Background: an optimization exercise with open tools, aiming at small area and a short achievable clock period. Do not read the settings as production practice.
In this exercise RTL edits were held to simulation tests only and were not proved equivalent to the original.

old:
// tmr_lif_neuron
module tmr_lif_neuron (
    input signed [15:0] V_in1, V_in2, V_in3,
    input signed [15:0] I_in1, I_in2, I_in3,
    input signed [15:0] dt_tau,
    input wire clk, rst,
    output wire signed [15:0] V_out,
    output wire spike
);
make LEC_CHECK=0 ABC_AREA=0 CAP_MARGIN=20 CORE_MARGIN=2 CORE_UTILIZATION=40 SETUP_SLACK_MARGIN=5.0 SLEW_MARGIN=20 SYNTH_HIERARCHICAL=1 finish   # period 13.0 ns
run.sh (not shown) runs the stock make flow with config.mk's settings and CLKGATE_MAP_FILE= SYNTH_SCRIPT=/design/flow/synth_recipe.tcl, a recipe that flattens the netlist after the stock synthesis.
Edits applied to the flow inputs when going from old to new:
==> flow/flow/run.sh (new file) <==
#!/bin/bash
set -euo pipefail
bash standard.sh "BUFFER_PORTS_ARGS=-buffer_cell sky130_fd_sc_hd__buf_1" SETUP_SLACK_MARGIN=6 finish > make_finish.log 2>&1
==> flow/standard.sh (new file) <==
#!/bin/bash
# synth_recipe.tcl (not shown) runs the flow's synth.tcl, then flattens the netlist and writes it again
# the make line also repeats each setting of config.mk as NAME=value (left out here)
make -C /OpenROAD-flow-scripts/flow DESIGN_CONFIG=/design/flow/config.mk WORK_HOME=/design/flow/orfs CLKGATE_MAP_FILE= SYNTH_SCRIPT=/design/flow/synth_recipe.tcl "${@:-finish}"
removed: flow/run.sh
Findings:
For core area, new and old come out practically identical. new vs old on met2 track utilization from global routing: new is the higher one. Relative to old, setup slack increased by 430 ps in new.

red:
tmr_lif_neuron, a different RTL version from the one above (not shown whole).
For scale: roughly 16,000 um2 of cells after synthesis.
Settings: LEC_CHECK=0, ABC_AREA=0, CAP_MARGIN=20, CORE_MARGIN=2, CORE_UTILIZATION=40, SETUP_SLACK_MARGIN=5, SLEW_MARGIN=20, SYNTH_HIERARCHICAL=1; clock period 13.0 ns.
standard.sh (not shown) runs the stock make flow with config.mk's settings and CLKGATE_MAP_FILE= SYNTH_SCRIPT=/design/flow/synth_recipe.tcl, a recipe that flattens the netlist after the stock synthesis.
==> flow/flow/run.sh <==
#!/bin/bash
set -euo pipefail
MARGIN=${MARGIN:-7}
bash standard.sh SETUP_SLACK_MARGIN=$MARGIN finish > make_finish.log 2>&1
Input changes introduced in blue (baseline for comparison: red):
==> flow/run.sh (new file) <==
#!/bin/bash
# synth_recipe.tcl (not shown) runs the flow's synth.tcl, then flattens the netlist and writes it again
# the make line also repeats each setting of config.mk as NAME=value (left out here)
make -C /OpenROAD-flow-scripts/flow DESIGN_CONFIG=/design/flow/config.mk WORK_HOME=/design/flow/orfs CLKGATE_MAP_FILE= SYNTH_SCRIPT=/design/flow/synth_recipe.tcl finish
diff --git a/flow/config.mk b/flow/config.mk
--- a/flow/config.mk
+++ b/flow/config.mk
@@ -8 +8 @@
-export ABC_AREA = 0
+export ABC_AREA = 1
@@ -12 +12 @@
-export SETUP_SLACK_MARGIN = 5
+export SETUP_SLACK_MARGIN = 5.0
@@ -14 +14 @@
-export SYNTH_HIERARCHICAL = 1
+export SYNTH_HIERARCHICAL = 0
removed: flow/flow/run.sh
removed: flow/standard.sh
### Flow results
Re share of the core filled with cells: red was higher than blue. For red, the launch point of the worst path was v3[2]$_DFF_P_, unlike blue, where it was V_in2[0]. Looking only at detailed-routing wirelength on met1, and setting everything else aside, the lower value of red and blue goes to blue. Against red, wire length in blue came out better. Between red and blue, largest fanout of any net on the critical path is higher for red, blue comes in under that. Compared with red, in blue register-to-register slack now sits lower; first-iteration detailed-routing DRC count -67; number of cell instances on the worst register-to-register path +3. Summary of blue over red: hold slack fell by 46 ps; die area fell by 1500 um2; period utilization rose by 9.3 points.
Input-level comparison between green and blue:
diff --git a/flow/config.mk b/flow/config.mk
--- a/flow/config.mk
+++ b/flow/config.mk
@@ -8 +8 @@
-export ABC_AREA = 1
+export ABC_AREA = 0
@@ -11,2 +11,2 @@
-export CORE_UTILIZATION = 40
-export SETUP_SLACK_MARGIN = 5.0
+export CORE_UTILIZATION = 65
+export SETUP_SLACK_MARGIN = 5
@@ -14 +14 @@
-export SYNTH_HIERARCHICAL = 0
+export SYNTH_HIERARCHICAL = 1
--- outcome ---
green closes out successfully: all stages finished, all timing, DRC and antenna checks passed.
Max-cap violation count came out exactly the same in blue and green.
blue has a higher clock period minus final worst setup slack than green.
blue → green: aggregate routed wire length dropped 10%; layout overhead on the synthesized area dropped 12 points.
Relative to green, the following input files were edited for orange:
diff --git a/flow/config.mk b/flow/config.mk
--- a/flow/config.mk
+++ b/flow/config.mk
@@ -11 +11 @@
-export CORE_UTILIZATION = 65
+export CORE_UTILIZATION = 40
## What came out
Compared with green, in orange total of fill cells in the finished design has increased, count of placed standard cells in the final layout, fillers left out now sits higher.
orange vs green, library cell contributing the largest single delay on the critical path: fa_1 vs clkdlybuf4s50_1

oak:
Another version of the RTL of tmr_lif_neuron (not shown whole).
Size in the first run: about 1800 cells after synthesis, ~130 I/O pins.
// tmr_lif_neuron
module tmr_lif_neuron (
    input signed [15:0] V_in1, V_in2, V_in3,
    input signed [15:0] I_in1, I_in2, I_in3,
    input signed [15:0] dt_tau,
    input wire clk, rst,
    output wire signed [15:0] V_out,
    output wire spike
);
    wire [16:0] dx = {dt_tau, 1'b0};
    wire [7:0] one, two, neg;
    genvar g;
    generate for (g = 0; g < 8; g = g + 1) begin : enc
        assign one[g] = dx[2*g+1] ^ dx[2*g];
        assign two[g] = (dx[2*g+2] & ~dx[2*g+1] & ~dx[2*g]) | (~dx[2*g+2] & dx[2*g+1] & dx[2*g]);
        assign neg[g] = dx[2*g+2];
    end endgenerate
    reg [2:0] c;
    reg [7:0] x1;
    wire [7:0] x1_d;
    reg [15:0] v1;
    fixed_point_q8_8 l1 (.V_in(V_in1), .I_in(I_in1), .one(one), .two(two), .neg(neg), .X(x1_d));
    wire [15:0] u1;
    add_u au1 (.a(v1), .b({{8{x1[7]}}, x1}), .s(u1));
    wire signed [15:0] r1 = c[0] ? 16'h0000 : u1;
    reg [7:0] x2;
    wire [7:0] x2_d;
    reg [15:0] v2;
    fixed_point_q8_8 l2 (.V_in(V_in2), .I_in(I_in2), .one(one), .two(two), .neg(neg), .X(x2_d));
    wire [15:0] u2;
    add_u au2 (.a(v2), .b({{8{x2[7]}}, x2}), .s(u2));
    wire signed [15:0] r2 = c[1] ? 16'h0000 : u2;
    reg [7:0] x3;
    wire [7:0] x3_d;
    reg [15:0] v3;
    fixed_point_q8_8 l3 (.V_in(V_in3), .I_in(I_in3), .one(one), .two(two), .neg(neg), .X(x3_d));
    wire [15:0] u3;
    add_u au3 (.a(v3), .b({{8{x3[7]}}, x3}), .s(u3));
    wire signed [15:0] r3 = c[2] ? 16'h0000 : u3;
    lif_neuron_q8_8 vote (.a(r1), .b(r2), .c(r3), .m(V_out));
    assign spike = (c[0] & c[1]) | (c[1] & c[2]) | (c[0] & c[2]);
    always @(posedge clk or posedge rst) begin
        if (rst) begin
            c <= 3'b000;
            x1 <= 8'h0;
  ...
clock: 13.0 ns
lec_check: 0
abc_area: 0
abc_clock_period_in_ps: 100000
cap_margin: 20
core_margin: 2
core_utilization: 40
slew_margin: 20
synth_hierarchical: 1
run.sh (not shown) runs the stock make flow with config.mk's settings and CLKGATE_MAP_FILE= SYNTH_SCRIPT=/design/flow/synth_recipe.tcl, a recipe that flattens the netlist after the stock synthesis.
Stock flow here: none of the scripts above is used.
oak completed end to end with timing, DRC and antenna clean.
[inputs] pine vs oak
- ABC_CLOCK_PERIOD_IN_PS no longer set, was 100000
- SETUP_SLACK_MARGIN now 5, previously not set
### Flow results
pine can be clocked faster than oak.
pine vs oak on non-clock buffer count: pine is the higher one.
Cell with the biggest individual delay on the critical path: sky130_fd_sc_hd__clkdlybuf4s50_1 -> pine, sky130_fd_sc_hd__or2_1 -> oak
pine vs. oak: final standard cell count with taps included and fillers excluded went up by about 2%.
Changes observed in pine relative to oak: height of the die shows no meaningful change, measured slew at the worst slew-check pin shows an increase of 0.054 ns, flip-flop and latch count shows no meaningful change.
oak ended up with sky130_fd_sc_hd__ha_1 as its commonest non-fill, non-tap cell in the layout; pine ended up with sky130_fd_sc_hd__xnor2_1.
Re wire length on met1: pine is about 2.8% up on oak.

v12:
RTL: one of the versions met above, not the one the previous note started from.
Size: roughly 1,700 cells after synthesis, ~130 I/O pins, ~16,000 um^2 of cells after synthesis.
clock: 13.0 ns
lec_check: 0
abc_area: 0
cap_margin: 20
core_margin: 2
core_utilization: 40
place_density: 0.8
setup_slack_margin: 5.0
slew_margin: 20
synth_hierarchical: 1
standard.sh (not shown) runs the stock make flow with config.mk's settings and CLKGATE_MAP_FILE= SYNTH_SCRIPT=/design/flow/synth_recipe.tcl, a recipe that flattens the netlist after the stock synthesis.
==> flow/flow/run.sh <==
#!/bin/bash
set -euo pipefail
bash standard.sh "BUFFER_PORTS_ARGS=-buffer_cell sky130_fd_sc_hd__buf_1" finish > make_finish.log 2>&1
v12 closes out successfully: all stages finished, all timing, DRC and antenna checks passed.
Here is what was changed in the inputs of v55 compared with v12.
Settings: PLACE_DENSITY removed (was 0.8).
==> flow/flow/run.sh <==
#!/bin/bash
set -euo pipefail
bash standard.sh "BUFFER_PORTS_ARGS=-buffer_cell sky130_fd_sc_hd__buf_1" SETUP_SLACK_MARGIN=7 finish > make_finish.log 2>&1
--- outcome ---
Diff v12 -> v55: final weighted congestion in routability-driven placement dropped about 5.6%. Summary of v55 over v12: number of global-route vias before repair shows an increase of 981; utilization shows an increase of 8.8 points; number of placement rows shows no meaningful change; wire length of the first global-routing pass shows an increase of 9.3 mm. v55 vs. v12: worst setup slack after placement moved down; multi-input logic portion of the cell area shows a reduction of 3.7 points; register-to-register slack increased by 0.16 ns relative to the old numbers.
For v10, these inputs were changed with respect to v55:
Settings: CORE_UTILIZATION changed from 40 to 50.
==> flow/flow/run.sh <==
#!/bin/bash
set -euo pipefail
bash standard.sh "BUFFER_PORTS_ARGS=-buffer_cell sky130_fd_sc_hd__buf_1" finish > make_finish.log 2>&1
Findings:
A master of the slowest instance on the critical path of sky130_fd_sc_hd__a221o_2 is what v55 shows, while sky130_fd_sc_hd__xor2_1 belongs to v10. The final reports for v10 and v55 show number of signal-net buffers in the layout lower in the former. The leading cell type in the layout, fill and taps excluded comes out sky130_fd_sc_hd__xnor2_1 in one run and sky130_fd_sc_hd__ha_1 in the other, namely in v55 and v10 respectively. The lower met1 capacity usage during global routing came out of v55. [compare] base=v55 new=v10: final clock period utilization by the worst path +2.6 points, post-detailed-routing wire length -6.7 mm, remaining max-slew budget at the tightest pin now smaller, final core utilization increased by 0.93 points relative to the old numbers. The run showing the greater met1 layer wirelength in the final routing is v55. Summary of v10 over v55: layout overhead on the synthesized area -22 points; clock-buffer cell count increased by 2 relative to the old numbers; setup clock skew after layout moved down.

Setup of run 1:
tmr_lif_neuron, a different RTL version from the one above (not shown whole).
For scale: about 2100 cells after synthesis.
Settings: LEC_CHECK=0, ABC_AREA=1, CAP_MARGIN=20, CORE_MARGIN=2, CORE_UTILIZATION=40, CTS_BUF_LIST=sky130_fd_sc_hd__clkbuf_8, PLACE_DENSITY=0.8, SETUP_SLACK_MARGIN=5.0, SLEW_MARGIN=20, SYNTH_HIERARCHICAL=0; clock period 13.0 ns.
==> flow/flow/run.sh <==
#!/bin/bash
set -euo pipefail
bash standard.sh "BUFFER_PORTS_ARGS=-buffer_cell sky130_fd_sc_hd__buf_1" finish > make_finish.log 2>&1
[inputs] run 2 vs run 1
Settings: a change of SYNTH_HIERARCHICAL from 0 to 1; a change of CORE_UTILIZATION from 40 to 50; a change of ABC_AREA from 1 to 0.
==> comparison <==
Cell area | run 2 vs run 1 | run 2 smaller
Compared with run 1, run 2 shows wire length reported by the detailed router lower by about 18%.
| peak per-stage delay on the critical path | run 2 vs run 1 | 0.13 ns lower |
Hold slack improves in run 2 relative to run 1.
Run 2 and run 1 ended up with roughly the same area taken by flip-flops and latches.
In the tables for run 2 and run 1, combined buffer and inverter count along the critical path reads lower with run 2.
Diff run 1 -> run 2: area overhead of the layout relative to synthesis down 11 points; time the final worst path needs with I/O delays and setup down 0.86 ns.
Edits applied to the flow inputs when going from run 2 to run 3:
Settings: TNS_END_PERCENT: unset -> 20; CORE_UTILIZATION: 50 -> 40.
--- outcome ---
The logic depth of the worst setup path including buffers in run 3 was lower than what run 2 gave. Going from run 2 to run 3, worst hold slack decreased by 0.018 ns relative to the old numbers, share of the final layout cell area in multi-input gates decreased by 0.70 points relative to the old numbers, register-to-register slack decreased by 0.04 ns relative to the old numbers. Across both runs, maximum achievable frequency was higher for run 3 than for run 2. For the routed wire length, run 3 came in 1.7 mm higher than run 2 did.
The following lists how run 4 was set up differently from run 3:
Settings: clearing CTS_BUF_LIST, which used to be sky130_fd_sc_hd__clkbuf_8; clearing TNS_END_PERCENT, which used to be 20.
Findings:
- For run 4 and run 3, there was not a single run that failed to finish clean.
- Going from run 3 to run 4, detailed route wirelength on metal2 grew slightly.
- From run 3 to run 4 the numbers moved as follows: routed length per instance flat; global-route track usage on met1 held steady.

Starting RTL as in the previous note.
==> flow/config.mk <==
export PLATFORM = sky130hd
export DESIGN_NAME = tmr_lif_neuron
export DESIGN_NICKNAME = tmr_lif_neuron
export VERILOG_FILES = /design/flow/design.v
export SDC_FILE = /design/flow/constraint.sdc
export NUM_CORES = 4
export LEC_CHECK = 0
export ABC_AREA = 0
export CAP_MARGIN = 20
export CORE_MARGIN = 2
export CORE_UTILIZATION = 40
export CTS_BUF_LIST = sky130_fd_sc_hd__clkbuf_8
export PLACE_DENSITY = 0.8
export SETUP_SLACK_MARGIN = 5.0
export SLEW_MARGIN = 20
export SYNTH_HIERARCHICAL = 1
==> flow/constraint.sdc <==
create_clock -name core_clock -period 13.0 [get_ports {clk}]
set_input_delay 2.6000 -clock core_clock [delete_from_list [all_inputs] [get_ports {clk}]]
set_output_delay 2.6000 -clock core_clock [all_outputs]
set_load 0.01 [all_outputs]
Scripts as last shown in full above: flow/flow/run.sh
The first run completed without violations.
Then changed:
--- a/flow/config.mk
+++ b/flow/config.mk
@@ -12,0 +13 @@
+export CTS_CLUSTER_SIZE = 40
Result:
- The changed run went through all stages and came out clean
- cell area does not change
- setup slack is unchanged
- utilization stays the same
- global-route usage does not change
- hold slack does not change
- routed wire length stays the same
- final cell count does not change
- synthesized cell count does not change

== alpha ==
RTL: one of the versions met above, not the one the previous note started from.
Size: roughly 1,700 cells after synthesis, about 130 I/O pins.
clock: 13.0 ns
lec_check: 0
abc_area: 0
cap_margin: 20
core_margin: 2
core_utilization: 40
setup_slack_margin: 5.0
slew_margin: 20
synth_hierarchical: 1
Scripts as last shown in full above: flow/flow/run.sh
Here is what was changed in the inputs of beta compared with alpha.
Settings: putting GPL_TIMING_DRIVEN at 1 where nothing was set.
### Flow results
Between alpha and beta, the core utilization figures differ only marginally.
Between beta and alpha, the highest attainable clock frequency does not differ in any meaningful way.
Comparing beta against alpha, there is no change at all in count of routing violations after the opening detailed-route iteration.
beta and alpha ended up with nearly the same final cell count.
Inputs modified between beta and gamma:
Settings: putting PLACE_DENSITY at 0.8 where nothing was set; clearing GPL_TIMING_DRIVEN, which used to be 1.
==> flow/flow/run.sh <==
#!/bin/bash
set -euo pipefail
bash standard.sh "BUFFER_PORTS_ARGS=-buffer_cell sky130_fd_sc_hd__buf_1" SETUP_SLACK_MARGIN=5.5 finish > make_finish.log 2>&1
- Of the two values seen for cell with the largest stage delay on the worst path, dfxtp_2 was produced by gamma and a221o_2 by beta.
- gamma against beta: number of setup buffers added after CTS rose by 13; non-clock buffer count rose by 39; data required time at the worst endpoint stayed essentially flat; number of global-route vias before repair rose by 5.6%.
- Total of clock buffers placed in the layout came out exactly the same in gamma and beta.

## port drivers added, routing unchanged
Ports are ideal in the flow. The routed layouts listed here were re-timed in OpenROAD.
Step 1 (the two cells are an assumption about what drives the block):
set clk [get_ports {clk}]
set_driving_cell -lib_cell sky130_fd_sc_hd__clkbuf_16 $clk
set_driving_cell -lib_cell sky130_fd_sc_hd__buf_2 [delete_from_list [all_inputs] $clk]
Step 2, shift: input delay + t, output delay - t, t = (earliest + latest rising clock arrival at the registers) / 2. This alone moves slack from input paths to output paths.
a / b / c = ideal / step 1 / step 2; a / b = the first two.
| run | t, ns | slack for setup (ns) | worst setup path at the end | slew at the worst register clock pin (ns) | cell pins on the clock port's net |
|---|---|---|---|---|---|
| old | 0.399 | 5.045 / 5.005 / 4.762 | input to register | 0.07 / 0.07 | 1 |
| new | 0.403 | 5.480 / 5.429 / 5.473 | input to register | 0.07 / 0.07 | 1 |
| red | 0.399 | 5.473 / 5.428 / 5.557 | input to register | 0.07 / 0.07 | 1 |
| blue | 0.411 | 4.264 / 4.275 / 3.864 | input to register | 0.07 / 0.07 | 1 |
| green | 0.386 | 4.951 / 4.907 / 4.781 | input to register | 0.07 / 0.07 | 1 |
| orange | 0.407 | 5.036 / 5.067 / 4.660 | input to register | 0.07 / 0.07 | 1 |
| oak | 0.395 | 4.117 / 4.070 / 4.140 | input to register | 0.06 / 0.06 | 1 |
| pine | 0.391 | 5.131 / 5.152 / 4.761 | input to register | 0.06 / 0.06 | 1 |
| v12 | 0.404 | 5.212 / 5.168 / 4.852 | input to register | 0.07 / 0.07 | 1 |
| v55 | 0.403 | 5.510 / 5.461 / 5.436 | input to register | 0.07 / 0.07 | 1 |
| v10 | 0.390 | 5.177 / 5.199 / 4.814 | input to register | 0.06 / 0.06 | 1 |
| run 1 | 0.451 | 4.301 / 4.303 / 3.853 | input to register | 0.10 / 0.10 | 1 |
| run 2 | 0.413 | 5.159 / 5.121 / 4.851 | input to register | 0.10 / 0.10 | 1 |
| run 3 | 0.428 | 5.233 / 5.190 / 4.830 | input to register | 0.11 / 0.11 | 1 |
| run 4 | 0.409 | 5.163 / 5.137 / 4.787 | input to register | 0.08 / 0.08 | 1 |
| the first run of note 6 | 0.428 | 5.233 / 5.190 / 4.830 | input to register | 0.11 / 0.11 | 1 |
| the second run of note 6 | 0.428 | 5.233 / 5.190 / 4.830 | input to register | 0.11 / 0.11 | 1 |
| alpha | 0.424 | 5.147 / 5.102 / 4.884 | input to register | 0.08 / 0.08 | 1 |
| beta | 0.424 | 5.147 / 5.102 / 4.884 | input to register | 0.08 / 0.08 | 1 |
| gamma | 0.401 | 5.410 / 5.367 / 5.189 | input to register | 0.07 / 0.07 | 1 |
After both steps every run listed still meets setup and hold. The setup slack of run 1, which loses most, moves by +0.002 ns with the drivers and by -0.448 ns with both steps.
